Source: an optimization exercise on an open RTL-to-GDS flow (aim: small area). Production flows keep margins and buffers that such runs may drop.
Function was checked by simulation only, so behaviour that the tests miss may differ from the original.
Power and IR drop assume default switching activity.

===== run.sh =====
#!/bin/bash
# synth_recipe.tcl (not shown) runs the flow's synth.tcl, then flattens the netlist and writes it again
# the make line also repeats each setting of config.mk as NAME=value (left out here)
make -C /OpenROAD-flow-scripts/flow DESIGN_CONFIG=/design/flow/config.mk WORK_HOME=/design/flow/orfs CLKGATE_MAP_FILE= SYNTH_SCRIPT=/design/flow/synth_recipe.tcl finish

===== config.mk =====
export PLATFORM = sky130hd
export DESIGN_NAME = Xbar
export DESIGN_NICKNAME = Xbar
export VERILOG_FILES = /design/flow/design.v
export SDC_FILE = /design/flow/constraint.sdc
export NUM_CORES = 4
export LEC_CHECK = 0
export ABC_AREA = 1
export CAP_MARGIN = 20
export CELL_PAD_IN_SITES_DETAIL_PLACEMENT = 1
export CELL_PAD_IN_SITES_GLOBAL_PLACEMENT = 2
export CORE_MARGIN = 2
export CORE_UTILIZATION = 40
export CTS_BUF_LIST = sky130_fd_sc_hd__clkbuf_8
export CTS_CLUSTER_DIAMETER = 45
export CTS_CLUSTER_SIZE = 14
export PLACE_DENSITY = 0.5
export SETUP_SLACK_MARGIN = 0.05
export SLEW_MARGIN = 20

===== constraint.sdc =====
create_clock -name core_clock -period 8.0 [get_ports {CLK}]
set_input_delay 1.6000 -clock core_clock [delete_from_list [all_inputs] [get_ports {CLK}]]
set_output_delay 1.6000 -clock core_clock [all_outputs]
set_load 0.01 [all_outputs]

===== design.v =====
module SizedFIFO(CLK, RST_N, D_IN, ENQ, D_OUT, DEQ, EMPTY_N);
   parameter p1width = 37;
   input                   CLK;
   input                   RST_N;
   input [p1width-1:0]     D_IN;
   input                   ENQ;
   input                   DEQ;
   output [p1width-1:0]    D_OUT;
   output                  EMPTY_N;
   reg [p1width-1:0]       head;      
   reg                     hv;        
   reg [p1width-1:0]       arr [0:6];
   reg [2:0]               wp;        
   reg [2:0]               rp;        
   reg                     re;        
   wire [2:0] wp_inc = (wp == 3'd6) ? 3'd0 : wp + 3'd1;
   wire [2:0] rp_inc = (rp == 3'd6) ? 3'd0 : rp + 3'd1;
   wire to_head   = ENQ && (!hv || (DEQ && re));
   wire to_ring   = ENQ && !to_head;
   wire from_ring = DEQ && !re;
   integer j;
   always @(posedge CLK) begin
      for (j = 0; j < 7; j = j + 1)
        if (to_ring && wp == j)
          arr[j] <= D_IN;
   end
   reg [p1width-1:0] nxt;
   always @(*) begin
      nxt = {p1width{1'b0}};
      for (j = 0; j < 7; j = j + 1)
        nxt = nxt | ({p1width{rp == j}} & arr[j]);
   end
   always @(posedge CLK) begin
      if (to_head)
        head <= D_IN;
      else if (from_ring)
        head <= nxt;
   end
   always @(posedge CLK) begin
      if (!RST_N) begin
         wp <= 3'd0;
         rp <= 3'd0;
         re <= 1'b1;
         hv <= 1'b0;
      end
      else begin
         if (to_ring)
           wp <= wp_inc;
         if (from_ring)
           rp <= rp_inc;
         if (to_ring)
           re <= 1'b0;
         else if (from_ring)
           re <= (rp_inc == wp);
         if (ENQ)
           hv <= 1'b1;
         else if (DEQ)
           hv <= !re;
      end
   end
   assign D_OUT = head;
   assign EMPTY_N = hv;
endmodule
module Xbar(CLK, RST_N,
            i_valid, i_prio, i_tail, i_dst, i_vc, i_data,
            o_valid, o_prio, o_tail, o_dst, o_vc, o_data,
            i_cred, i_cred_valid,
            o_cred_en);
    parameter N    = 8;
    parameter DST  = 3;
    parameter DATA = 32;
    localparam QW  = 1+1+DST+DATA;    
    input CLK, RST_N;
    input  [N-1:0]      i_valid;
    input  [N-1:0]      i_prio;
    input  [N-1:0]      i_tail;
    input  [N*DST-1:0]  i_dst;
    input  [N-1:0]      i_vc;
    input  [N*DATA-1:0] i_data;
    output reg [N-1:0]      o_valid;
    output reg [N-1:0]      o_prio;
    output reg [N-1:0]      o_tail;
    output     [N*DST-1:0]  o_dst;
    output reg [N-1:0]      o_vc;
    output reg [N*DATA-1:0] o_data;
    output     [N-1:0]      i_cred;
    output reg [N-1:0]      i_cred_valid;
    input  [N-1:0]      o_cred_en;
    reg [N-2:0] ge_r;
    wire [N-1:0] ge = {1'b1, ge_r};
    always @(posedge CLK)
        if (!RST_N) ge_r <= {(N-1){1'b1}};
        else        ge_r <= {ge_r[N-3:0], 1'b0} | {(N-1){~ge_r[N-2]}};
    reg [N-1:0] vc_r;
    integer in, out;
    always @(posedge CLK)
        for (in = 0; in < N; in = in + 1)
            if (i_valid[in]) vc_r[in] <= i_vc[in];
    assign i_cred = vc_r;
    reg [3:0] used [0:N-1];
    wire [N-1:0] cred_ok;
    wire [N-1:0]    f_prio, f_tail, f_elig;
    wire [DST-1:0]  f_dst  [0:N-1];
    wire [DATA-1:0] f_data [0:N-1];
    genvar i, o;
    generate
        for (i = 0; i < N; i = i + 1) begin: ififos
            SizedFIFO #(.p1width(QW)) inQ
                (.CLK(CLK), .RST_N(RST_N),
                 .D_IN({i_prio[i], i_tail[i], i_dst[i*DST +: DST], i_data[i*DATA +: DATA]}),
                 .ENQ(i_valid[i]),
                 .D_OUT({f_prio[i], f_tail[i], f_dst[i], f_data[i]}),
                 .DEQ(i_cred_valid[i]),
                 .EMPTY_N(f_elig[i]));
        end
        for (o = 0; o < N; o = o + 1) begin: odst
            assign o_dst[o*DST +: DST] = o;
            assign cred_ok[o] = (used[o] != 4'd8);
        end
    endgenerate
    reg [N-1:0] req   [0:N-1];
    reg [N-1:0] req_hi;
    reg [N-1:0] grant [0:N-1];
    reg         seen, seen_hi;
    always @(*) begin
        for (out = 0; out < N; out = out + 1) begin
            for (in = 0; in < N; in = in + 1)
                req[out][in] = f_elig[in] && (f_dst[in] == out);
            req_hi = req[out] & ge;
            seen = 1'b0;
            seen_hi = 1'b0;
            for (in = 0; in < N; in = in + 1) begin
                grant[out][in] = req_hi[in] ? !seen_hi
                                            : (req[out][in] && !seen && (req_hi == 0));
                seen = seen | req[out][in];
                seen_hi = seen_hi | req_hi[in];
            end
        end
    end
    always @(*) begin
        for (in = 0; in < N; in = in + 1) begin
            i_cred_valid[in] = 1'b0;
            for (out = 0; out < N; out = out + 1)
                if (grant[out][in] && cred_ok[out]) i_cred_valid[in] = 1'b1;
        end
        for (out = 0; out < N; out = out + 1) begin
            o_valid[out] = cred_ok[out] && (grant[out] != 0);
            o_prio[out]  = |(grant[out] & f_prio);
            o_tail[out]  = |(grant[out] & f_tail);
            o_vc[out]    = |(grant[out] & vc_r);
            o_data[out*DATA +: DATA] = 0;
            for (in = 0; in < N; in = in + 1)
                o_data[out*DATA +: DATA] = o_data[out*DATA +: DATA]
                                         | ({DATA{grant[out][in]}} & f_data[in]);
        end
    end
    always @(posedge CLK)
        for (out = 0; out < N; out = out + 1)
            if (!RST_N)
                used[out] <= 4'd0;
            else if (o_valid[out] && !o_cred_en[out])
                used[out] <= used[out] + 4'd1;
            else if (!o_valid[out] && o_cred_en[out])
                used[out] <= used[out] - 4'd1;
endmodule

==> flow_summary_export.csv, run 1 <==
group,metric,value,unit
clock_network,cts.sink_count,2479,
sta,hold_violations,0,
worst_setup_path,crit_required,6.40,ns
clock_network,cts_resized,0,
place,dp.cells,13539,
pwr,p_leak,45.38,nW
cells_and_area,fillerInstances,28637,
worst_setup_path,crit_buf_inv,4,
place,port_buffers,625,
worst_setup_path,crit_fanout,19,
yosys,synth_top_area_share,65.26,%
sta,fmax,125.6,MHz
floorplanning,fp.dieW,526.8,um
yosys,syn_inst,9642,
detailed_routing,drc,0,
sta,maxSlewHeadroom,12.68,%
yosys,avgSynthCellArea,11.34,um^2
floorplanning,initial_core_util,40.31,%
yosys,synth.area.top_cells,"edfxtp_1, nand2_1, a221oi_1",
worst_setup_path,crit_family,"buffers and inverters",
floorplanning,coreArea,271200,um^2
worst_setup_path,cpMostUsedCell,"nand2_1",
worst_setup_path,start_kind,"register",
sta,period_share,99.49,%
yosys,synth_cell_types,49,
floorplanning,fp-row-count,191,
clock_network,cts_hold_buffers,0,
clock_network,clock_latency,1.08,ns
pwr,p_per_area,307.3,nW/um^2
sta,clock_skew,0.06644,ns
detailed_routing,via_count,88833,
sta,finalMaxSlewViolations,0,
yosys,yosys.area.top_type,"edfxtp_1",
detailed_routing,post_drt_via_cell_ratio,6.268,
cells_and_area,post-route-cell-area,127900,um^2
yosys,ys_warn_count,6,
floorplanning,dieArea,277500,um^2
sta,setup_violations,0,
sta,finalCriticalPeriod,7.959,ns
detailed_routing,drt-initial-drc-count,10526,
floorplanning,ios,650,
clock_network,cts_htree_levels,5,
clock_network,cts_tree,"done",
floorplanning,chipHeight,526.8,um
sta,worst_pin_slew,1.310,ns
place,gp_congestion,1.026,
detailed_routing,postRouteAntennaNets,0,
clock_network,clkTransAtPathRegs,0.07,ns
clock_network,cts_root_buf,"clkbuf_8",
grt,grt_max_degree,44,
yosys,synth.yosys.seq_area_share,67.14,%
cells_and_area,final_cell_count_no_fill,14172,
cells_and_area,drive_above_1_share,10.09,%
worst_setup_path,cp_slowest_stage_delay,1.16,ns
yosys,syn_area,109300,um^2
place,place_area,120200,um^2
grt,grt_pass1_vias,87106,
detailed_routing,wl,538900,um
cells_and_area,nets,10675,
worst_setup_path,slowest_stage,"clkinv_1",
min_path,min_path_type,"register to register",
cells_and_area,syn_to_final_growth,16.97,%
run_status,status,"finished clean",
grt,grt_pass1_wl,730900,um
grt,track_usage,37.91,%
pwr,peakVddDrop,0.2159,mV
clock_network,postCtsSetupRepairBufs,0,
yosys,synth_top_flop_cell,"edfxtp_1",
detailed_routing,wl_per_cell,38.02,um
worst_setup_path,critPathArrivalTime,6.36,ns
pwr,power,39.30,mW
detailed_routing,dr.pass1.iters,6,
sta,rsz0062_at_grt,"false",
grt,antenna_found_initial,53,
yosys,synth-seq-cells,2479,
yosys,synth_async_sr_flop_share,0,%
clock_network,clockBufferDepth,4,
yosys,synth_edf_count,2376,
grt,grt.overflow.total,0,
worst_setup_path,cp-end-kind,"output pin",
place,place_hpwl,354900,um
run,cap_violations,0,
clock_network,cts_buffers,333,
sta,setup_tns,0,ns
worst_setup_path,path_class,"register to output pin",
worst_setup_path,path_cells,"inv_1, nand2_1, nor2_1, nand2_1, nand2_1, nor2_4, nand2_2, o21ai_2, clkinv_1, buf_4, o21ai_0, nor2_1, o2111ai_1, clkdlybuf4s50_1",
-- metal layers --
layer	part of all wire, %	track usage [%]
met3	11	11.75
met4	7.9	24.53
met1	39	48.67
met2	43	55.39
met5	0.032	0
-- cell usage after synthesis, drive strengths merged (40+ instances only) --
library cell	number
a211oi	58
a21oi	371
a221oi	350
a22o	172
a22oi	251
buf	184
clkbuf	403
dfxtp	103
edfxtp	2376
ha	40
inv	555
nand2	2714
nand3	587
nand4	271
nor2	366
nor3	61
o2111ai	118
o21ai	139
o22ai	362
xor2	41
-- per-stage QoR --
stage / worst slack [ns] / util, % / hold WS, ns
floorplan: 2.884 / - / 0.4459
global placement: 1.714 / 44.30 / 0.4633
detailed placement: 1.753 / 44.33 / 0.4690
CTS: 0.5645 / 47.11 / 0.4834
global route: 0.1476 / 47.13 / 0.5140
finish: 0.04089 / 47.15 / 0.4817
-- worst paths after layout --
check                               from                      to  slack (ns)  cells after the start
setup / recovery  ififos[1].inQ.head[32]              o_data[92]        0.04                     14
hold / removal                used[1][3]              used[1][3]        0.48                      2
setup reg to reg        ififos[3].inQ.hv  ififos[1].inQ.head[24]        1.65                     17
hold reg to reg               used[1][3]              used[1][3]        0.48                      2
-- where the power goes --
group	switching, mW	internal, mW
clock	5.60	5.39
sequential	1.86	15.2
combinational	8.00	3.21
-- layout by cell type (no fill, tap or decap), drive strengths merged, types with 172 or more instances in the layout --
cell / count
a221oi: 350
edfxtp: 2376
nand3: 587
nor2: 366
a22o: 172
a22oi: 251
clkbuf: 339
inv: 657
o22ai: 362
clkdlybuf4s50: 617
a21oi: 371
buf: 276
nand4: 271
nand2: 2714
-- tightest hold or removal path: stages (launching register included) --
cell,delay [ns]
dfxtp_1,0.30
inv_1,0.08
a21oi_1,0.06
-- area by class of cell --
class	instances	area [um^2]	share of cell area [%]
Antenna cell	21	52.55	0.04109
Clock buffer	339	4666	3.648
Clock inverter	272	2893	2.262
Inverter	576	2162	1.691
Multi-Input combinational cell	6022	31870	24.92
Sequential cell	2479	73410	57.40
Tap cell	3570	4467	3.493
Timing Repair Buffer	893	8376	6.549
-- logic make-up (layout without fill, tap and decap cells) --
| group | count (synthesis) | count (layout) | share of synthesized area, % |
|---|---|---|---|
| and+or+nand+nor | 4049 | 4049 | 15.56 |
| DFF | 2479 | 2479 | 67.14 |
| AOI/OAI and AO/OA | 1860 | 1860 | 12.00 |
| buffers and inverters | 1163 | 2080 | 4.366 |
| adders and majority gates | 48 | 48 | 0.6042 |
| xor gates and xnor gates | 41 | 41 | 0.3284 |
| other | 2 | 45 | 0.006869 |
-- state kept, by name (all words and copies together), names as in the netlist --
signal           count
ififos.inQ.hv        8
ififos.inQ.arr    2072
ififos.inQ.rp       24
ififos.inQ.head    296
ififos.inQ.re        8
ififos.inQ.wp       24
ge_r                 7
vc_r                 8
used                32
==> run 2: changes to the inputs <==
--- a/design.v
+++ b/design.v
@@ -11,3 +11,3 @@
    reg                     hv;        
-   reg [p1width-1:0]       arr [0:6];
+   reg [7*p1width-1:0]     ring;      
    reg [2:0]               wp;        
@@ -21,19 +21,30 @@
    integer j;
+   wire [6:0] we;
+   genvar g;
+   for (g = 0; g < 7; g = g + 1) begin: wsel
+      assign we[g] = to_ring && (wp == g);
+   end
    always @(posedge CLK) begin
       for (j = 0; j < 7; j = j + 1)
-        if (to_ring && wp == j)
-          arr[j] <= D_IN;
-   end
-   reg [p1width-1:0] nxt;
-   always @(*) begin
-      nxt = {p1width{1'b0}};
-      for (j = 0; j < 7; j = j + 1)
-        nxt = nxt | ({p1width{rp == j}} & arr[j]);
-   end
-   always @(posedge CLK) begin
-      if (to_head)
-        head <= D_IN;
-      else if (from_ring)
-        head <= nxt;
-   end
+        if (we[j])
+          ring[j*p1width +: p1width] <= D_IN;
+   end
+   wire hold = !to_head && !from_ring;
+   wire [8:0] hsel;
+   for (g = 0; g < 7; g = g + 1) begin: hs
+      assign hsel[g] = from_ring && !to_head && (rp == g);
+   end
+   assign hsel[7] = to_head;
+   assign hsel[8] = hold;
+   wire [p1width-1:0] nxt;
+   genvar b;
+   for (b = 0; b < p1width; b = b + 1) begin: hmux
+      AoMux9 m(.s(hsel),
+               .d({head[b], D_IN[b], ring[6*p1width+b], ring[5*p1width+b],
+                   ring[4*p1width+b], ring[3*p1width+b], ring[2*p1width+b],
+                   ring[p1width+b], ring[b]}),
+               .y(nxt[b]));
+   end
+   always @(posedge CLK)
+      head <= nxt;
    always @(posedge CLK) begin
@@ -63,2 +74,35 @@
 endmodule
+module Aoi222(a0, b0, a1, b1, a2, b2, y);
+   input  a0, b0, a1, b1, a2, b2;
+   output y;
+   assign y = ~((a0 & b0) | (a1 & b1) | (a2 & b2));
+endmodule
+module Aoi22(a0, b0, a1, b1, y);
+   input  a0, b0, a1, b1;
+   output y;
+   assign y = ~((a0 & b0) | (a1 & b1));
+endmodule
+module Nand3(a, b, c, y);
+   input  a, b, c;
+   output y;
+   assign y = ~(a & b & c);
+endmodule
+module AoMux9(s, d, y);
+   input  [8:0] s, d;
+   output       y;
+   wire n0, n1, n2;
+   Aoi222 g0(.a0(s[0]), .b0(d[0]), .a1(s[1]), .b1(d[1]), .a2(s[2]), .b2(d[2]), .y(n0));
+   Aoi222 g1(.a0(s[3]), .b0(d[3]), .a1(s[4]), .b1(d[4]), .a2(s[5]), .b2(d[5]), .y(n1));
+   Aoi222 g2(.a0(s[6]), .b0(d[6]), .a1(s[7]), .b1(d[7]), .a2(s[8]), .b2(d[8]), .y(n2));
+   Nand3  g3(.a(n0), .b(n1), .c(n2), .y(y));
+endmodule
+module AoMux8(s, d, y);
+   input  [7:0] s, d;
+   output       y;
+   wire n0, n1, n2;
+   Aoi222 g0(.a0(s[0]), .b0(d[0]), .a1(s[1]), .b1(d[1]), .a2(s[2]), .b2(d[2]), .y(n0));
+   Aoi222 g1(.a0(s[3]), .b0(d[3]), .a1(s[4]), .b1(d[4]), .a2(s[5]), .b2(d[5]), .y(n1));
+   Aoi22  g2(.a0(s[6]), .b0(d[6]), .a1(s[7]), .b1(d[7]), .y(n2));
+   Nand3  g3(.a(n0), .b(n1), .c(n2), .y(y));
+endmodule
 module Xbar(CLK, RST_N,
@@ -84,3 +128,3 @@
     output reg [N-1:0]      o_vc;
-    output reg [N*DATA-1:0] o_data;
+    output     [N*DATA-1:0] o_data;
     output     [N-1:0]      i_cred;
@@ -147,11 +191,25 @@
             o_valid[out] = cred_ok[out] && (grant[out] != 0);
-            o_prio[out]  = |(grant[out] & f_prio);
-            o_tail[out]  = |(grant[out] & f_tail);
-            o_vc[out]    = |(grant[out] & vc_r);
-            o_data[out*DATA +: DATA] = 0;
-            for (in = 0; in < N; in = in + 1)
-                o_data[out*DATA +: DATA] = o_data[out*DATA +: DATA]
-                                         | ({DATA{grant[out][in]}} & f_data[in]);
         end
     end
+    wire [DATA+2:0] hd [0:N-1];      
+    generate
+        for (i = 0; i < N; i = i + 1) begin: hdw
+            assign hd[i] = {vc_r[i], f_prio[i], f_tail[i], f_data[i]};
+        end
+        for (o = 0; o < N; o = o + 1) begin: xo
+            wire [DATA+2:0] y;
+            for (i = 0; i < DATA+3; i = i + 1) begin: xb
+                AoMux8 m(.s(grant[o]),
+                         .d({hd[7][i], hd[6][i], hd[5][i], hd[4][i],
+                             hd[3][i], hd[2][i], hd[1][i], hd[0][i]}),
+                         .y(y[i]));
+            end
+            assign o_data[o*DATA +: DATA] = y[DATA-1:0];
+            always @(*) begin
+                o_tail[o] = y[DATA];
+                o_prio[o] = y[DATA+1];
+                o_vc[o]   = y[DATA+2];
+            end
+        end
+    endgenerate
     always @(posedge CLK)
--- a/config.mk
+++ b/config.mk
@@ -7,3 +7,2 @@
 export LEC_CHECK = 0
-export ABC_AREA = 1
 export CAP_MARGIN = 20
@@ -19 +18,3 @@
 export SLEW_MARGIN = 20
+export SYNTH_HIERARCHICAL = 1
+export SYNTH_MINIMUM_KEEP_SIZE = 0
==> flow_summary_export.csv, run 2 <==
group,metric,value,unit
pwr,p_leak,38.26,nW
detailed_routing,via_count,78737,
worst_setup_path,worstRegToRegCells,14,
sta,setup_tns,0,ns
yosys,synth_cell_types,94,
sta,finalCriticalPeriod,7.698,ns
clock_network,cts.sink_count,2479,
detailed_routing,postRouteAntennaNets,0,
yosys,synth.yosys.seq_area_share,70.35,%
cells_and_area,layout_commonest_cell,"edfxtp_1",
pwr,p_per_area,347.5,nW/um^2
detailed_routing,wl,478500,um
yosys,synth-seq-cells,2479,
run_status,status,"finished clean",
detailed_routing,post_drt_via_cell_ratio,7.221,
sta,period_share,96.22,%
yosys,synth_async_sr_flop_share,0,%
cells_and_area,largest_register,"ififos.inQ.ring",
pwr,power,42.01,mW
place,gp_congestion,1.040,
grt,grt_pass1_wl,645100,um
min_path,min_path_type,"register to register",
worst_setup_path,critPathArrivalTime,6.10,ns
yosys,synthMostInstantiatedCell,"edfxtp_1",
yosys,synth.area.top_cells,"edfxtp_1, a222oi_1, dfxtp_1",
detailed_routing,drc,0,
cells_and_area,drive_above_1_share,17.87,%
worst_setup_path,r2r_end,"ififos[2].inQ.ring[54]",
clock_network,clock_latency,1.14,ns
floorplanning,initial_core_util,40.23,%
clock_network,cts_root_buf,"clkbuf_8",
place,place_area,113100,um^2
grt,grt_pass1_vias,76759,
worst_setup_path,start_kind,"register",
run,cap_violations,0,
yosys,syn_inst,6157,
yosys,yosys.area.top_type,"edfxtp_1",
cells_and_area,syn_to_final_growth,20.71,%
clock_network,postCtsSetupRepairBufs,0,
worst_setup_path,crit_fanout,18,
yosys,syn_area,100100,um^2
worst_setup_path,r2r-start,"ififos[0].inQ.hv",
place,place_hpwl,323900,um
cells_and_area,reg_top3,"ififos.inQ.ring (2072), ififos.inQ.head (296), used (32)",
cells_and_area,multi_input_area,30010,um^2
sta,fmax,129.9,MHz
grt,track_usage,36.20,%
min_path,whs_path_depth,2,
sta,finalMaxSlewViolations,0,
min_path,min_to,"ififos[5].inQ.head[13]",
clock_network,cts_hold_buffers,0,
sta,rsz0062_at_grt,"false",
sta,clock_skew,0.1373,ns
worst_setup_path,cp-end-kind,"output pin",
pwr,peakVddDrop,0.2502,mV
cells_and_area,nets,7655,
grt,grt_max_degree,58,
clock_network,cts_htree_levels,5,
yosys,synth_top_flop_cell,"edfxtp_1",
cells_and_area,largest_reg_flops,2072,
cells_and_area,layout_common_cells,"edfxtp_1, a222oi_1, nand3_1, clkdlybuf4s50_1, dfxtp_1",
floorplanning,dieArea,254400,um^2
clock_network,cts_resized,0,
clock_network,cts_tree,"done",
sta,setup_violations,0,
cells_and_area,fillerInstances,23950,
yosys,synth_edf_count,2080,
place,port_buffers,625,
sta,hold_violations,0,
floorplanning,fp-row-count,183,
sta,maxSlewHeadroom,11.36,%
yosys,ys_top_cells_by_count,"edfxtp_1, a222oi_1, nand3_1",
cells_and_area,ff_latch_area,70450,um^2
yosys,synth_top_area_share,62.37,%
clock_network,clkTransAtPathRegs,0.09,ns
floorplanning,coreArea,248900,um^2
worst_setup_path,path_class,"register to output pin",
detailed_routing,wl_per_cell,43.88,um
floorplanning,fp.dieW,504.3,um
floorplanning,ios,650,
floorplanning,chipHeight,504.3,um
sta,worst_pin_slew,1.330,ns
cells_and_area,fin_util,48.57,%
worst_setup_path,crit_required,6.40,ns
grt,antenna_found_initial,67,
clock_network,cts_buffers,330,
detailed_routing,dr.pass1.iters,17,
cells_and_area,post-route-cell-area,120900,um^2
worst_setup_path,r2r_slack,1.41,ns
grt,grt.overflow.total,0,
detailed_routing,drt-initial-drc-count,16578,
min_path,hp-start,"ififos[5].inQ.ring[161]",
yosys,ys_warn_count,14,
yosys,avgSynthCellArea,16.26,um^2
clock_network,clockBufferDepth,4,
run 2: area by class of cell:
type | count | share of cell area [%]
sequential | 2479 | 58.29
timing repair buffer | 882 | 6.861
clock buffer | 351 | 3.997
tap | 3330 | 3.447
clock inverter | 243 | 2.333
antenna | 27 | 0.05590
multi-input combinational | 3529 | 24.83
inverter | 63 | 0.1956
run 2: cell families after synthesis:
group / Yosys count / share of synthesized area (%)
AO/OA/AOI/OAI: 2100 / 20.59
XOR/XNOR: 24 / 0.2099
multiplexers: 8 / 0.07997
other: 2 / 0.007500
buffers and inverters: 171 / 0.8771
AND/OR/NAND/NOR: 1325 / 7.224
flip-flops: 2479 / 70.35
adder cells (fa/ha/maj): 48 / 0.6597
run 2: per-layer routing:
metal	up-vias	track usage (%)	wire, um
met3	1250	9.956	55410
met4	44	20.96	32800
met5	-	0	290
met2	5458	53.44	206400
li1	31109	-	-
met1	40876	47.86	183600
run 2: per-stage QoR:
stage	instances	hold slack, ns	setup WS, ns
finish	10904	0.4059	0.3023
global route	10883	0.4326	0.1936
CTS	10876	0.4002	0.3952
detailed placement	10282	0.4549	1.556
global placement	10280	0.4460	1.706
floorplan	6179	0.4405	0.07557
run 2: per-module statistics from Yosys (local to each module, per instance), a selection:
| module | times used | area (um^2) |
|---|---|---|
| Xbar | 1 | 6048 |
| Aoi22 | 280 | 12.51 |
| Aoi222 | 1448 | 10.01 |
| Nand3 | 576 | 5.005 |
run 2: worst max-delay path by stage:
stage,startpoint,to,slack [ns]
after floorplan,ififos[0].inQ.head[33],ififos[7].inQ.head[0],0.08
after global placement,ififos[3].inQ.hv,i_cred_valid[6],1.71
after detailed placement,ififos[1].inQ.head[34],o_data[124],1.56
after CTS,ififos[0].inQ.hv,o_data[5],0.40
after global routing,ififos[0].inQ.hv,o_data[14],0.19
final,ififos[2].inQ.hv,o_data[126],0.30
run 2: report_power, final:
| group | total [mW] | internal [mW] | switching [mW] |
|---|---|---|---|
| combinational | 10.6 | 3.91 | 6.67 |
| clock | 11.1 | 5.67 | 5.42 |
| sequential | 20.3 | 15.2 | 5.18 |
run 2: critical path: stages (launching register included):
cell	delay, ns
dfxtp_1	0.61
and4b_1	0.48
nand2_1	0.16
nand4bb_1	0.27
nand3b_4	0.36
o41ai_1	0.38
nand3_1	0.30
inv_1	0.82
buf_4	0.51
a222oi_1	0.18
nand3_1	0.28
clkdlybuf4s50_1	0.62
==> run 3: changes to the inputs <==
==> flow/run.sh (new file) <==
#!/bin/bash
# Own layout flow: the standard ORFS flow with these changes.
#  1. Synthesis maps with an area-recovering ABC script (flow/abc_area.script,
#     selected by ABC_AREA=1 in config.mk) instead of ORFS's copy of it.
#  2. Port buffers are the smallest buffer (buf_1); repair_design upsizes
#     them where needed.
#  3. Clock tree: clkbuf_8 (clkbuf_16 at the root), sink clusters of up to
#     14 flip-flops, no dummy loads.
# Each step's full output goes to its own log in this folder; ORFS's own
# per-step logs stay under orfs/logs.
set -euo pipefail
W=$PWD
rm -rf "$W/own_scripts"
cp -r "$FLOW_HOME/scripts" "$W/own_scripts"
cp "$W/flow/abc_area.script" "$W/own_scripts/abc_area.script"
SCRIPTS_DIR="$W/own_scripts" bash standard.sh synth > "$W/own_synth.log" 2>&1
export BUFFER_PORTS_ARGS="-buffer_cell sky130_fd_sc_hd__buf_1"
export CTS_ARGS="-sink_clustering_enable -repair_clock_nets -buf_list sky130_fd_sc_hd__clkbuf_8 -root_buf sky130_fd_sc_hd__clkbuf_16 -sink_clustering_size 14 -sink_clustering_max_diameter 45 -dont_use_dummy_load"
bash standard.sh > "$W/own_layout.log" 2>&1
==> flow/abc_area.script (new file) <==
strash
&get -n
&dch -f
&nf -R 1000
&put
topo
==> standard.sh (new file) <==
#!/bin/bash
# synth_recipe.tcl (not shown) runs the flow's synth.tcl, then flattens the netlist and writes it again
# the make line also repeats each setting of config.mk as NAME=value (left out here)
make -C /OpenROAD-flow-scripts/flow DESIGN_CONFIG=/design/flow/config.mk WORK_HOME=/design/flow/orfs CLKGATE_MAP_FILE= SYNTH_SCRIPT=/design/flow/synth_recipe.tcl "${@:-finish}"
==> config.mk (replaced) <==
export PLATFORM = sky130hd
export DESIGN_NAME = Xbar
export DESIGN_NICKNAME = Xbar
export VERILOG_FILES = /design/flow/design.v
export SDC_FILE = /design/flow/constraint.sdc
export NUM_CORES = 4
export LEC_CHECK = 0
export ABC_AREA = 1
export CAP_MARGIN = 15
export CELL_PAD_IN_SITES_DETAIL_PLACEMENT = 1
export CELL_PAD_IN_SITES_GLOBAL_PLACEMENT = 2
export CORE_MARGIN = 2
export CORE_UTILIZATION = 42
export PLACE_DENSITY = 0.52
export SETUP_SLACK_MARGIN = 0.05
export SLEW_MARGIN = 15
export SYNTH_HIERARCHICAL = 1
export SYNTH_MINIMUM_KEEP_SIZE = 0
removed: run.sh
==> flow_summary_export.csv, run 3 <==
group,metric,value,unit
sta,fmax,125.0,MHz
pwr,p_seq_share,49.5,%
pwr,p_clk_share,20.4,%
floorplanning,fp-row-count,175,
clock_network,postCtsSetupRepairBufs,0,
worst_setup_path,start_kind,"register",
yosys,avgSynthCellArea,16.31,um^2
sta,setup_ws,-0.001730,ns
clock_network,cts_root_buf,"clkbuf_16",
yosys,syn_inst,5917,
cells_and_area,nets,7466,
grt,grt.overflow.total,0,
floorplanning,initial_core_util,42.35,%
cells_and_area,syn_to_final_growth,14.54,%
yosys,synth-seq-cells,2479,
place,dp.cells,9789,
clock_network,clock_latency,0.91,ns
yosys,synthMostInstantiatedCell,"edfxtp_1",
worst_setup_path,crit_fanout,23,
pwr,p_leak,34.38,nW
detailed_routing,dr.pass1.iters,17,
cells_and_area,layout_commonest_cell,"edfxtp_1",
clock_network,clockBufferDepth,4,
clock_network,clkTransAtPathRegs,0.08,ns
detailed_routing,post_drt_via_cell_ratio,7.451,
worst_setup_path,r2r-start,"ge_r[0]",
clock_network,cts_htree_levels,5,
cells_and_area,final_cell_count_no_fill,10125,
clock_network,cts.sink_count,2479,
pwr,p_sw,17.62,mW
worst_setup_path,worstRegToRegCells,19,
sta,finalCriticalPeriod,8.002,ns
clock_network,cts_tree,"done",
grt,antenna_found_initial,67,
worst_setup_path,path_class,"register to output pin",
detailed_routing,wl_per_cell,44.73,um
detailed_routing,wl,452900,um
sta,worst_pin_slew,1.324,ns
sta,finalMaxSlewViolations,0,
worst_setup_path,r2r_slack,0.49,ns
floorplanning,coreArea,227900,um^2
worst_setup_path,critPathArrivalTime,6.40,ns
detailed_routing,drt-initial-drc-count,17349,
yosys,synth_edf_count,2080,
floorplanning,dieArea,233700,um^2
worst_setup_path,crit_family,"simple AND/OR/NAND/NOR gates",
place,preCtsSetupSlack,0.6556,ns
sta,clock_skew,0.1222,ns
grt,grt_pass1_vias,74384,
cells_and_area,drive_above_1_share,10.35,%
clock_network,cts_hold_buffers,0,
detailed_routing,drc,0,
yosys,ys_warn_count,14,
worst_setup_path,path_cells,"nor2b_1, nand4_1, nand4_1, nand2b_1, nand2b_1, nand3b_1, o22ai_4, buf_4, a222oi_1, nand3_1, buf_1",
cells_and_area,layout_common_cells,"edfxtp_1, a222oi_1, nand3_1, buf_1, dfxtp_1",
min_path,min_path_type,"register to register",
worst_setup_path,r2r_end,"ififos[4].inQ.head[16]",
sta,maxSlewHeadroom,11.06,%
yosys,yosys.area.top_type,"edfxtp_1",
grt,track_usage,37.46,%
yosys,synth_top_area_share,64.71,%
yosys,synth_top_flop_cell,"edfxtp_1",
floorplanning,ios,650,
place,place_hpwl,293700,um
worst_setup_path,cp_slowest_stage_delay,0.87,ns
run_status,status,"failed layout checks",
place,port_buffers,625,
worst_setup_path,cp-end-kind,"output pin",
yosys,ys_top_cells_by_count,"edfxtp_1, a222oi_1, nand3_1",
sta,hold_violations,0,
min_path,whs_path_depth,2,
yosys,synth_async_sr_flop_share,0,%
clock_network,cts_buffers,314,
min_path,min_to,"ififos[2].inQ.head[20]",
cells_and_area,reg_top3,"ififos.inQ.ring (2072), ififos.inQ.head (296), used (32)",
pwr,p_comb_share,30.1,%
worst_setup_path,crit_buf_inv,2,
yosys,synth.area.top_cells,"edfxtp_1, a222oi_1, dfxtp_1",
floorplanning,chipHeight,483.4,um
clock_network,cts_resized,0,
pwr,p_per_area,362.4,nW/um^2
sta,rsz0062_at_grt,"false",
yosys,synth_cell_types,43,
sta,setup_violations,1,
min_path,hp-start,"ififos[2].inQ.ring[168]",
grt,grt_pass1_wl,613900,um
floorplanning,fp.dieW,483.4,um
pwr,sw_frac_of_total,43.98,%
cells_and_area,largest_register,"ififos.inQ.ring",
yosys,syn_area,96520,um^2
detailed_routing,via_count,75444,
run,cap_violations,0,
yosys,synth.yosys.seq_area_share,72.99,%
pwr,peakVddDrop,0.1896,mV
worst_setup_path,slowest_stage,"nor2b_1",
worst_setup_path,crit_required,6.40,ns
run_status,so_faults,"negative setup slack",
place,gp_congestion,1.002,
cells_and_area,largest_reg_flops,2072,
pwr,p_int,22.45,mW
detailed_routing,postRouteAntennaNets,0,
sta,period_share,100.0,%
grt,grt_max_degree,57,
-- run 3: changes by cell type after synthesis, sizes merged, moves of 28 or more --
cell and change:
clkinv +72, inv -61, buf -54, and3 -41, clkbuf -30, or3 -28
-- run 3: area by class of cell --
class | instances | area [um^2]
tap | 3009 | 3765
inverter | 74 | 277.8
timing repair buffer | 865 | 4252
fill | 22031 | 117400
antenna | 22 | 55.05
clock buffer | 314 | 4693
multi-input combinational | 3362 | 27070
sequential | 2479 | 70450
-- run 3: cells by family (layout without fill, tap and decap cells) --
kind of cell    Yosys count  in the layout  share of synthesized area [%]
flops                  2479           2479                          72.99
other cells               2             46                       0.007781
fa+ha+maj                48             48                         0.6844
simple gates           1249           1249                          6.568
buf+inv                  98           1253                         0.4744
compound gates         2009           2009                          18.99
xor+xnor                 32             32                         0.2904
-- run 3: how the worst max path moves through the flow --
stage | cells past startpoint | endpoint | from | slack (ns)
CTS | 11 | i_cred_valid[4] | ge_r[0] | 0.27
global placement | 19 | ififos[4].inQ.head[10] | ge_r[0] | 0.77
detailed placement | 16 | ififos[4].inQ.ring[72] | ge_r[0] | 0.66
floorplan | 12 | ififos[5].inQ.head[0] | ififos[1].inQ.head[34] | 0.08
finish | 11 | o_data[204] | ififos[3].inQ.head[33] | -0.002
global route | 11 | i_cred_valid[4] | ge_r[0] | 0.10
-- run 3: power groups by stage --
stage	Clock, mW	Combinational, mW	Sequential, mW
3_3_place_gp	0	11.4	19.7
3_5_place_dp	0	11.6	19.7
4_1_cts	8.36	11.6	19.5
2_1_floorplan	0	5.45	17.0
5_1_grt	8.81	12.2	19.7
6_report	8.18	12.1	19.8
-- run 3: per-layer routing --
metal	vias up	wire length (um)	global-route usage, %	part of all wire, %
met5	-	414	0.06124	0.091
met4	66	34210	23.06	7.6
met3	1263	58160	13.41	13
met2	5367	190500	53.98	42
met1	38834	169600	48.16	37
li1	29914	-	-	-
-- run 3: stage by stage --
stage | area [um^2] | setup TNS (ns) | util, % | power (mW) | hold slack (ns)
after floorplan | 96660 | 0 | - | 22.41 | 0.4132
after global placement | 105800 | 0 | 46.42 | 31.12 | 0.4293
after detailed placement | 105800 | 0 | 46.42 | 31.31 | 0.4377
after CTS | 110500 | 0 | 48.48 | 39.44 | 0.4199
after global routing | 110500 | 0 | 48.49 | 40.80 | 0.4461
final | 110600 | -0.001730 | 48.50 | 40.07 | 0.4307
-- run 3: modules after synthesis, one instance, submodules excluded, excerpt --
module | cells | flops+latches
Nand3 | 1 | 0
Xbar | 677 | 47
Aoi222 | 1 | 0
Aoi22 | 1 | 0
-- run 3: worst min-delay path, delay by kind of cell, from the launching register on --
family             cells  cell delay, ns
DFF                    1            0.32
AOI/OAI and AO/OA      1            0.06
and+or+nand+nor        1            0.07
==> run 4: changes to the inputs <==
--- a/config.mk
+++ b/config.mk
@@ -12,5 +12,5 @@
 export CORE_MARGIN = 2
-export CORE_UTILIZATION = 42
-export PLACE_DENSITY = 0.52
-export SETUP_SLACK_MARGIN = 0.05
+export CORE_UTILIZATION = 36
+export PLACE_DENSITY = 0.46
+export SETUP_SLACK_MARGIN = 0.6
 export SLEW_MARGIN = 15
==> flow_summary_export.csv, run 4 <==
group,metric,value,unit
sta,finalMaxSlewViolations,0,
sta,setup_violations,0,
worst_setup_path,r2r_slack,1.23,ns
grt,grt_pass1_vias,74320,
min_path,whs_path_depth,2,
cells_and_area,drive_above_1_share,11.38,%
cells_and_area,layout_commonest_cell,"edfxtp_1",
grt,grt_max_degree,48,
worst_setup_path,critPathArrivalTime,5.85,ns
detailed_routing,postRouteAntennaNets,0,
worst_setup_path,cp-end-kind,"output pin",
worst_setup_path,path_class,"register to output pin",
detailed_routing,dr.pass1.iters,17,
clock_network,clock_latency,1.00,ns
min_path,hp-start,"ififos[4].inQ.ring[195]",
detailed_routing,via_count,75135,
detailed_routing,post_drt_via_cell_ratio,6.997,
grt,grt_most_used_layer,"met2",
clock_network,cts_root_buf,"clkbuf_16",
grt,antenna_found_initial,78,
clock_network,cts_buffers,339,
pwr,peakVddDrop,0.2097,mV
detailed_routing,wl,474400,um
clock_network,clkTransAtPathRegs,0.07,ns
yosys,synth-seq-cells,2479,
floorplanning,fp-row-count,190,
floorplanning,initial_core_util,36.09,%
worst_setup_path,worstRegToRegCells,18,
sta,hold_violations,0,
clock_network,cts_htree_levels,5,
place,place_hpwl,314600,um
floorplanning,coreArea,267400,um^2
yosys,synthMostInstantiatedCell,"edfxtp_1",
sta,setup_ws,0.5457,ns
sta,fmax,134.2,MHz
yosys,syn_area,96520,um^2
detailed_routing,drc,0,
yosys,ys_top_cells_by_count,"edfxtp_1, a222oi_1, nand3_1",
grt,grt.overflow.total,0,
place,preCtsSetupSlack,0.8086,ns
cells_and_area,layout_common_cells,"edfxtp_1, a222oi_1, nand3_1, buf_1, dfxtp_1",
floorplanning,dieArea,272300,um^2
yosys,syn_inst,5917,
yosys,synth_cell_types,43,
clock_network,clockBufferDepth,4,
sta,finalCriticalPeriod,7.454,ns
place,gp_congestion,0.9466,
pwr,p_per_area,364.6,nW/um^2
min_path,min_to,"ififos[4].inQ.head[10]",
place,port_buffers,625,
grt,grt_pass1_wl,635100,um
cells_and_area,largest_reg_flops,2072,
cells_and_area,fin_util,41.95,%
pwr,p_leak,34.86,nW
cells_and_area,syn_to_final_growth,16.22,%
yosys,synth_top_area_share,64.71,%
clock_network,cts.sink_count,2479,
sta,clock_skew,0.1284,ns
clock_network,cts_hold_buffers,0,
detailed_routing,drt-initial-drc-count,16060,
detailed_routing,wl_per_cell,44.18,um
sta,worst_pin_slew,1.237,ns
yosys,ys_warn_count,14,
grt,gr-usage-met1,43.28,%
yosys,synth_async_sr_flop_share,0,%
yosys,synth_edf_count,2080,
run_status,status,"finished clean",
sta,maxSlewHeadroom,17.44,%
yosys,synth.area.top_cells,"edfxtp_1, a222oi_1, dfxtp_1",
worst_setup_path,crit_required,6.40,ns
yosys,synth_top_flop_cell,"edfxtp_1",
grt,track_usage,33.65,%
clock_network,cts_tree,"done",
sta,rsz0062_at_grt,"false",
floorplanning,chipHeight,521.8,um
worst_setup_path,r2r-start,"ififos[0].inQ.hv",
yosys,synth.yosys.seq_area_share,72.99,%
cells_and_area,fillerInstances,26637,
yosys,avgSynthCellArea,16.31,um^2
grt,use_met3,9.454,%
run,cap_violations,0,
cells_and_area,nets,7540,
worst_setup_path,crit_fanout,21,
floorplanning,fp.dieW,521.8,um
worst_setup_path,r2r_end,"ififos[2].inQ.head[18]",
cells_and_area,reg_top3,"ififos.inQ.ring (2072), ififos.inQ.head (296), used (32)",
sta,period_share,93.18,%
min_path,min_path_type,"register to register",
cells_and_area,largest_register,"ififos.inQ.ring",
grt,grt_util_met2,49.89,%
yosys,yosys.area.top_type,"edfxtp_1",
floorplanning,ios,650,
sta,setup_tns,0,ns
worst_setup_path,start_kind,"register",
## run 4: area by class of cell
| class | instances | area (um^2) | share of cell area [%] |
|---|---|---|---|
| inverter | 74 | 277.8 | 0.2476 |
| tap | 3552 | 4444 | 3.962 |
| sequential | 2479 | 70450 | 62.80 |
| timing repair buffer | 914 | 4722 | 4.209 |
| multi-input combinational | 3362 | 27210 | 24.25 |
| antenna | 18 | 45.04 | 0.04015 |
| clock buffer | 339 | 5037 | 4.490 |
## run 4: how the worst max path moves through the flow
stage / endpoint / from / cells past startpoint / slack (ns)
6_report: o_data[214] / ififos[0].inQ.hv / 12 / 0.55
5_1_grt: o_data[205] / ififos[0].inQ.hv / 12 / 0.60
4_1_cts: o_valid[7] / ififos[0].inQ.hv / 12 / 0.62
3_5_place_dp: ififos[4].inQ.head[16] / ge_r[0] / 18 / 0.81
3_3_place_gp: ififos[4].inQ.head[13] / ge_r[0] / 18 / 0.85
2_1_floorplan: ififos[4].inQ.head[0] / ififos[0].inQ.head[33] / 15 / 0.49
## run 4: per-module statistics from Yosys, one instance, submodules excluded, a selection
module	flip-flops and latches	cell area [um^2]
Aoi22	0	7.507
Nand3	0	5.005
Aoi222	0	10.01
Xbar	47	4815
## run 4: kinds of logic after synthesis
| logic type | Yosys count | synth area share, % |
|---|---|---|
| simple gates | 1249 | 6.568 |
| flops | 2479 | 72.99 |
| xor+xnor | 32 | 0.2904 |
| fa+ha+maj | 48 | 0.6844 |
| other cells | 2 | 0.007781 |
| compound gates | 2009 | 18.99 |
| buf+inv | 98 | 0.4744 |
## run 4: critical path, cell delays in order, from the launching register on
cell and delay, ns:
dfxtp_1 0.40, nand2_1 0.47, nor2_1 0.27, nand2_1 0.20
nand4_1 0.18, nand2b_1 0.26, nand2b_1 0.24, nand3b_1 0.58
o22ai_4 0.89, buf_4 0.55, a222oi_1 0.17, nand3_1 0.39
buf_1 0.29
## run 4: power breakdown
group	leakage [nW]	switching, mW	internal [mW]	total [mW]
Combinational	10.2	9.08	3.36	12.4
Sequential	22.1	4.59	15.3	19.9
Clock	2.61	4.44	4.11	8.56
## run 4: through the flow
| step | power (mW) | instance area, um^2 | cells | hold slack [ns] |
|---|---|---|---|---|
| 2_1_floorplan | 22.41 | 96720 | 5939 | 0.4132 |
| 3_3_place_gp | 31.73 | 106900 | 10366 | 0.4352 |
| 3_5_place_dp | 31.87 | 106900 | 10366 | 0.4385 |
| 4_1_cts | 40.49 | 112000 | 10708 | 0.4439 |
| 5_1_grt | 41.75 | 112100 | 10722 | 0.4649 |
| 6_report | 40.90 | 112200 | 10738 | 0.4392 |
## run 4: what timing repair did
| action | in CTS | in global routing |
|---|---|---|
| endpoints found under the setup margin | 65 | 40 |
| pin swaps | 1 | 4 |
| setup buffers | 3 | 12 |
| resized for setup | 2 | 5 |
## run 4: routing by layer
metal / part of all wire (%) / vias up
li1: - / 30076
met1: 39 / 39174
met2: 43 / 4682
met3: 11 / 1145
met4: 7.7 / 58
met5: 0.075 / -
==> run 5: changes to the inputs <==
--- a/config.mk
+++ b/config.mk
@@ -8,3 +8,3 @@
 export ABC_AREA = 1
-export CAP_MARGIN = 15
+export CAP_MARGIN = 30
 export CELL_PAD_IN_SITES_DETAIL_PLACEMENT = 1
@@ -12,6 +12,6 @@
 export CORE_MARGIN = 2
-export CORE_UTILIZATION = 36
-export PLACE_DENSITY = 0.46
-export SETUP_SLACK_MARGIN = 0.6
-export SLEW_MARGIN = 15
+export CORE_UTILIZATION = 40
+export PLACE_DENSITY = 0.5
+export SETUP_SLACK_MARGIN = 0.4
+export SLEW_MARGIN = 40
 export SYNTH_HIERARCHICAL = 1
==> flow_summary_export.csv, run 5 <==
group,metric,value,unit
run_status,status,"finished clean",
yosys,synth_cell_types,43,
detailed_routing,drt-initial-drc-count,16091,
detailed_routing,dr.pass1.iters,15,
clock_network,cts.sink_count,2479,
yosys,syn_area,96520,um^2
cells_and_area,ff_latch_area,70510,um^2
grt,grt_max_degree,56,
yosys,synth_top_area_share,64.71,%
worst_setup_path,slowest_stage,"o31ai_4",
detailed_routing,post_drt_via_cell_ratio,7.308,
cells_and_area,multi_input_area,27090,um^2
worst_setup_path,path_class,"register to output pin",
pwr,p_comb_share,30.0,%
worst_setup_path,cp_slowest_stage_delay,0.97,ns
sta,setup_tns,0,ns
yosys,syn_inst,5917,
sta,worst_pin_slew,0.9889,ns
floorplanning,dieArea,245300,um^2
floorplanning,coreArea,240300,um^2
worst_setup_path,worstRegToRegCells,18,
sta,rsz0062_at_grt,"false",
worst_setup_path,r2r_slack,1.13,ns
sta,hold_violations,0,
clock_network,cts_buffers,338,
pwr,power,40.69,mW
yosys,synth_async_sr_flop_share,0,%
worst_setup_path,r2r-start,"ififos[0].inQ.head[33]",
grt,grt_pass1_vias,73597,
cells_and_area,largest_reg_flops,2072,
worst_setup_path,cp-end-kind,"output pin",
yosys,synth-seq-cells,2479,
sta,setup_ws,0.4662,ns
sta,finalMaxSlewViolations,0,
floorplanning,fp.dieW,495.2,um
clock_network,clkTransAtPathRegs,0.09,ns
yosys,synth_edf_count,2080,
clock_network,cts_tree,"done",
sta,clock_skew,0.1263,ns
pwr,peakVddDrop,0.1813,mV
cells_and_area,nets,7500,
grt,grt.overflow.total,0,
sta,fmax,132.7,MHz
sta,period_share,94.17,%
yosys,ys_top_cells_by_count,"edfxtp_1, a222oi_1, nand3_1",
yosys,yosys.area.top_type,"edfxtp_1",
cells_and_area,fin_util,46.34,%
clock_network,cts_resized,0,
grt,track_usage,36.09,%
run,cap_violations,0,
floorplanning,chipHeight,495.2,um
grt,antenna_found_initial,65,
worst_setup_path,start_kind,"register",
worst_setup_path,crit_fanout,14,
clock_network,cts_htree_levels,5,
cells_and_area,post-route-cell-area,111400,um^2
place,preCtsSetupSlack,1.127,ns
cells_and_area,final_cell_count_no_fill,10324,
pwr,sw_frac_of_total,44.06,%
cells_and_area,largest_register,"ififos.inQ.ring",
detailed_routing,drc,0,
place,gp_congestion,0.9400,
place,dp.cells,9973,
sta,holdWs,0.4077,ns
yosys,avgSynthCellArea,16.31,um^2
clock_network,clockBufferDepth,4,
sta,setup_violations,0,
pwr,p_leak,34.66,nW
yosys,ys_warn_count,14,
clock_network,cts_root_buf,"clkbuf_16",
yosys,synth.yosys.seq_area_share,72.99,%
worst_setup_path,path_cells,"nand2b_1, nor2_1, nand2_1, nand4_1, nand2b_1, nand2b_1, nand3b_1, o31ai_4, buf_4, a222oi_1, nand3_1, buf_1",
sta,finalCriticalPeriod,7.534,ns
cells_and_area,layout_common_cells,"edfxtp_1, a222oi_1, nand3_1, buf_1, dfxtp_1",
cells_and_area,fillerInstances,23493,
clock_network,clock_latency,0.91,ns
min_path,min_path_type,"register to register",
detailed_routing,via_count,75448,
sta,maxSlewHeadroom,33.98,%
pwr,p_int,22.76,mW
worst_setup_path,r2r_end,"ififos[2].inQ.head[23]",
detailed_routing,wl_per_cell,44.30,um
worst_setup_path,crit_start,"ififos[0].inQ.head[33]",
worst_setup_path,critPathArrivalTime,5.93,ns
floorplanning,ios,650,
grt,grt_pass1_wl,615100,um
pwr,p_per_area,365.4,nW/um^2
yosys,synth.area.top_cells,"edfxtp_1, a222oi_1, dfxtp_1",
yosys,synth_top_flop_cell,"edfxtp_1",
place,place_hpwl,298800,um
clock_network,cts_hold_buffers,0,
place,port_buffers,625,
floorplanning,fp-row-count,180,
pwr,p_seq_share,49.1,%
yosys,synthMostInstantiatedCell,"edfxtp_1",
cells_and_area,syn_to_final_growth,15.37,%
worst_setup_path,cpMostUsedCell,"nand2b_1",
pwr,p_clk_share,20.9,%
place,place_area,106200,um^2
detailed_routing,wl,457300,um
cells_and_area,reg_top3,"ififos.inQ.ring (2072), ififos.inQ.head (296), used (32)",
clock_network,postCtsSetupRepairBufs,0,
detailed_routing,postRouteAntennaNets,0,
worst_setup_path,crit_end,"o_data[172]",
cells_and_area,drive_above_1_share,11.57,%
cells_and_area,layout_commonest_cell,"edfxtp_1",
pwr,p_sw,17.93,mW
floorplanning,initial_core_util,40.17,%
min_path,hp-start,"ififos[4].inQ.ring[167]",
worst_setup_path,crit_required,6.40,ns
## run 5: area by class of cell
type                            count  area share (%)
Sequential cell                  2479           63.32
Multi-Input combinational cell   3362           24.33
Clock buffer                      338           4.511
Timing Repair Buffer              875           3.988
Tap cell                         3185           3.579
Inverter                           74          0.2506
Antenna cell                       11         0.02472
## run 5: critical path, delay by kind of cell (launching register included)
kind,cells,cell delay (ns)
AO/OA/AOI/OAI,2,1.12
buffers and inverters,2,0.70
flip-flops,1,0.70
AND/OR/NAND/NOR,8,2.52
## run 5: per-module statistics from Yosys (local to each module, per instance), excerpt
module / flip-flops and latches / cells inside / times used / area [um^2]
Aoi22: 0 / 1 / 280 / 7.507
Aoi222: 0 / 1 / 1448 / 10.01
Nand3: 0 / 1 / 576 / 5.005
Xbar: 47 / 677 / 1 / 4815
## run 5: how the worst min path moves through the flow
stage	endpoint	slack (ns)	cells after the start
2_1_floorplan	used[0][3]	0.41	1
3_3_place_gp	used[2][3]	0.44	1
3_5_place_dp	used[4][3]	0.44	1
4_1_cts	ififos[6].inQ.head[12]	0.40	2
5_1_grt	ififos[4].inQ.head[19]	0.43	2
6_report	ififos[4].inQ.head[19]	0.41	2
## run 5: routing by layer
| metal | part of all wire, % | wire length [um] | track usage (%) |
|---|---|---|---|
| met2 | 43 | 194900 | 52.37 |
| met3 | 12 | 56970 | 12.37 |
| met4 | 7.7 | 35400 | 23.27 |
| met1 | 37 | 169600 | 45.98 |
| met5 | 0.10 | 457 | 0.03914 |
## run 5: kinds of logic (layout without fill, tap and decap cells)
logic type	after synthesis	count (layout)	synth area share [%]
other cells	2	35	0.007781
flops	2479	2479	72.99
simple gates	1249	1249	6.568
compound gates	2009	2009	18.99
buf+inv	98	1287	0.4744
fa+ha+maj	48	48	0.6844
xor+xnor	32	32	0.2904
## run 5: power by group through the flow
stage	registers, mW	clock network [mW]	logic (mW)
floorplan	17.0	0	5.45
global placement	19.8	0	11.5
detailed placement	19.9	0	11.7
CTS	19.6	8.72	11.7
global route	19.9	9.16	12.4
finish	20.0	8.50	12.2
==> run 6: changes to the inputs <==
--- a/flow/run.sh
+++ b/flow/run.sh
@@ -7,3 +7,3 @@
 #  3. Clock tree: clkbuf_8 (clkbuf_16 at the root), sink clusters of up to
-#     14 flip-flops, no dummy loads.
+#     18 flip-flops, no dummy loads.
 # Each step's full output goes to its own log in this folder; ORFS's own
@@ -17,3 +17,3 @@
 export BUFFER_PORTS_ARGS="-buffer_cell sky130_fd_sc_hd__buf_1"
-export CTS_ARGS="-sink_clustering_enable -repair_clock_nets -buf_list sky130_fd_sc_hd__clkbuf_8 -root_buf sky130_fd_sc_hd__clkbuf_16 -sink_clustering_size 14 -sink_clustering_max_diameter 45 -dont_use_dummy_load"
+export CTS_ARGS="-sink_clustering_enable -repair_clock_nets -buf_list sky130_fd_sc_hd__clkbuf_8 -root_buf sky130_fd_sc_hd__clkbuf_16 -sink_clustering_size 18 -sink_clustering_max_diameter 60 -dont_use_dummy_load"
 bash standard.sh > "$W/own_layout.log" 2>&1
--- a/config.mk
+++ b/config.mk
@@ -8,3 +8,3 @@
 export ABC_AREA = 1
-export CAP_MARGIN = 30
+export CAP_MARGIN = 15
 export CELL_PAD_IN_SITES_DETAIL_PLACEMENT = 1
@@ -15,3 +15,3 @@
 export SETUP_SLACK_MARGIN = 0.4
-export SLEW_MARGIN = 40
+export SLEW_MARGIN = 15
 export SYNTH_HIERARCHICAL = 1
==> flow_summary_export.csv, run 6 <==
group,metric,value,unit
floorplanning,initial_core_util,40.17,%
floorplanning,fp-row-count,180,
grt,grt_pass1_wl,610600,um
worst_setup_path,crit_fanout,17,
detailed_routing,postRouteAntennaNets,0,
place,place_hpwl,297000,um
pwr,p_leak,33.21,nW
clock_network,clockBufferDepth,3,
sta,finalMaxSlewViolations,0,
yosys,synth_async_sr_flop_share,0,%
pwr,power,38.00,mW
run_status,status,"finished clean",
yosys,synth_cell_types,43,
worst_setup_path,crit_family,"simple AND/OR/NAND/NOR gates",
sta,period_share,95.87,%
grt,track_usage,35.86,%
detailed_routing,drc,0,
clock_network,clock_latency,0.87,ns
cells_and_area,syn_to_final_growth,12.41,%
cells_and_area,ff_latch_area,70450,um^2
place,port_buffers,625,
worst_setup_path,path_cells,"nand2b_1, nor2_1, nand2_1, nand4_1, nand2b_1, nand2b_1, nand3b_1, o32ai_4, buf_4, a222oi_1, nand3_1, buf_1",
grt,antenna_found_initial,65,
detailed_routing,dr.pass1.iters,17,
floorplanning,dieArea,245300,um^2
yosys,yosys.area.top_type,"edfxtp_1",
worst_setup_path,crit_buf_inv,2,
grt,grt_util_met2,52.48,%
pwr,p_per_area,350.2,nW/um^2
floorplanning,fp.dieW,495.2,um
worst_setup_path,cp_slowest_stage_delay,1.07,ns
yosys,synth_top_area_share,64.71,%
cells_and_area,layout_common_cells,"edfxtp_1, a222oi_1, nand3_1, buf_1, dfxtp_1",
worst_setup_path,path_class,"register to output pin",
cells_and_area,largest_reg_flops,2072,
worst_setup_path,slowest_stage,"o32ai_4",
grt,use_met3,10.78,%
sta,setup_violations,0,
yosys,syn_inst,5917,
yosys,synthMostInstantiatedCell,"edfxtp_1",
cells_and_area,multi_input_area,27050,um^2
clock_network,clkTransAtPathRegs,0.11,ns
grt,grt_most_used_layer,"met2",
clock_network,cts_buffers,180,
yosys,synth-seq-cells,2479,
sta,setup_tns,0,ns
sta,rsz0062_at_grt,"false",
detailed_routing,wl_per_cell,44.82,um
grt,grt_pass1_vias,71784,
yosys,synth.area.top_cells,"edfxtp_1, a222oi_1, dfxtp_1",
grt,gr-usage-met1,46.76,%
sta,worst_pin_slew,1.246,ns
grt,grt_max_degree,56,
worst_setup_path,cp-end-kind,"output pin",
floorplanning,coreArea,240300,um^2
detailed_routing,post_drt_via_cell_ratio,7.350,
sta,maxSlewHeadroom,16.85,%
sta,hold_violations,0,
worst_setup_path,crit_required,6.40,ns
clock_network,cts_htree_levels,4,
worst_setup_path,critPathArrivalTime,6.07,ns
detailed_routing,drt-initial-drc-count,16809,
yosys,ys_warn_count,14,
clock_network,cts.sink_count,2479,
floorplanning,ios,650,
grt,grt.overflow.total,0,
min_path,min_path_type,"register to register",
run,cap_violations,0,
detailed_routing,wl,455200,um
cells_and_area,fillerInstances,23547,
cells_and_area,nets,7327,
yosys,synth_top_flop_cell,"edfxtp_1",
pwr,peakVddDrop,0.1838,mV
cells_and_area,layout_commonest_cell,"edfxtp_1",
yosys,avgSynthCellArea,16.31,um^2
sta,fmax,130.4,MHz
floorplanning,chipHeight,495.2,um
sta,holdWs,0.3681,ns
clock_network,cts_root_buf,"clkbuf_16",
worst_setup_path,start_kind,"register",
sta,clock_skew,0.1545,ns
cells_and_area,drive_above_1_share,8.584,%
clock_network,cts_tree,"done",
yosys,syn_area,96520,um^2
detailed_routing,via_count,74650,
worst_setup_path,cpMostUsedCell,"nand2b_1",
cells_and_area,largest_register,"ififos.inQ.ring",
sta,finalCriticalPeriod,7.669,ns
yosys,synth_edf_count,2080,
yosys,synth.yosys.seq_area_share,72.99,%
cells_and_area,reg_top3,"ififos.inQ.ring (2072), ififos.inQ.head (296), used (32)",
yosys,ys_top_cells_by_count,"edfxtp_1, a222oi_1, nand3_1",
place,gp_congestion,0.9400,
-- run 6: Yosys stat by module, one instance, submodules excluded, a selection --
module | cells | copies in the design | cell area (um^2)
Nand3 | 1 | 576 | 5.005
Aoi22 | 1 | 280 | 7.507
Aoi222 | 1 | 1448 | 10.01
Xbar | 677 | 1 | 4815
-- run 6: cells by family after synthesis --
| group | Yosys count | share of synthesized area [%] |
|---|---|---|
| buffers and inverters | 98 | 0.4744 |
| DFF | 2479 | 72.99 |
| AOI/OAI and AO/OA | 2009 | 18.99 |
| adders and majority gates | 48 | 0.6844 |
| xor gates and xnor gates | 32 | 0.2904 |
| other | 2 | 0.007781 |
| and+or+nand+nor | 1249 | 6.568 |
-- run 6: routing by layer --
metal	up-vias	routed length (um)
met5	-	437
met4	70	34420
met2	5055	194500
met3	1134	54510
met1	38769	171300
li1	29622	-
-- run 6: worst min-delay path, stage by stage (launching register included) --
cell and delay, ns:
edfxtp_1 0.33, a222oi_1 0.06, nand3_1 0.07
-- run 6: metrics by stage --
stage,area (um^2),utilization [%],instances,worst slack [ns]
5_1_grt,108500,45.14,10144,0.4022
4_1_cts,108400,45.12,10137,0.5125
2_1_floorplan,96670,-,5939,0.4011
3_3_place_gp,105900,44.09,9957,1.418
6_report,108500,45.15,10157,0.3308
3_5_place_dp,105900,44.09,9957,1.155
-- run 6: worst paths after layout --
| check | end | start | cells past startpoint | slack [ns] |
|---|---|---|---|---|
| max | o_data[185] | ififos[0].inQ.head[33] | 12 | 0.33 |
| min | ififos[3].inQ.head[5] | ififos[3].inQ.ring[153] | 2 | 0.37 |
| max reg2reg | ififos[2].inQ.head[3] | ififos[0].inQ.head[33] | 17 | 0.89 |
| min reg2reg | ififos[3].inQ.head[5] | ififos[3].inQ.ring[153] | 2 | 0.37 |
-- run 6: power by group --
part	total, mW	internal, mW	leakage, nW	switching (mW)
clock	5.93	2.02	1.30	3.91
combinational	12.1	3.26	9.83	8.88
sequential	19.9	15.3	22.1	4.65
total	38.0	20.6	33.2	17.4
-- run 6: final cells by class --
type | count | area share (%)
Inverter | 74 | 0.2560
Timing Repair Buffer | 860 | 3.872
Sequential cell | 2479 | 64.93
Tap cell | 3185 | 3.673
Clock buffer | 180 | 2.294
Antenna cell | 17 | 0.03921
Multi-Input combinational cell | 3362 | 24.94
-- run 6: repair_timing --
item / 4_1_cts / 5_1_grt
hold buffers: 0 / 0
endpoints found under the setup margin: 0 / 3
hold endpoints to repair: 0 / 0
gates resized for setup: 0 / 1
buffers inserted: 0 / 3

==> port drivers added, routing unchanged <==
The flow's constraints put no driver on any port. The routed layouts listed below were extracted and timed again, unchanged, in two steps.
Step 1, drivers: a clkbuf_16 drives CLK and a buf_2 each remaining input, both assumed.
Step 2 adds t to the input delays and takes it off the output delays; t is the mean of the earliest and latest rising clock arrival at the registers after step 1. Input paths then give back, and output paths get back, about the clock's delay inside the block.
Slacks: no drivers / after step 1 / after step 2; pairs: no drivers / after step 1.
run | shift t [ns] | slack for setup (ns) | worst setup path at the end | worst register clock-pin slew, ns | cell pins on the clock port's net
run 1 | 1.164 | 0.041 / -0.065 / 1.099 | register to output | 0.10 / 0.10 | 1
run 2 | 1.174 | 0.302 / 0.194 / 1.368 | register to output | 0.10 / 0.10 | 1
run 3 | 0.951 | -0.002 / -0.110 / 0.490 | register to register | 0.09 / 0.09 | 1
run 4 | 1.044 | 0.546 / 0.439 / 1.234 | register to register | 0.09 / 0.09 | 1
run 5 | 0.959 | 0.466 / 0.355 / 1.128 | register to register | 0.10 / 0.10 | 1
run 6 | 0.897 | 0.331 / 0.223 / 0.889 | register to register | 0.12 / 0.12 | 1
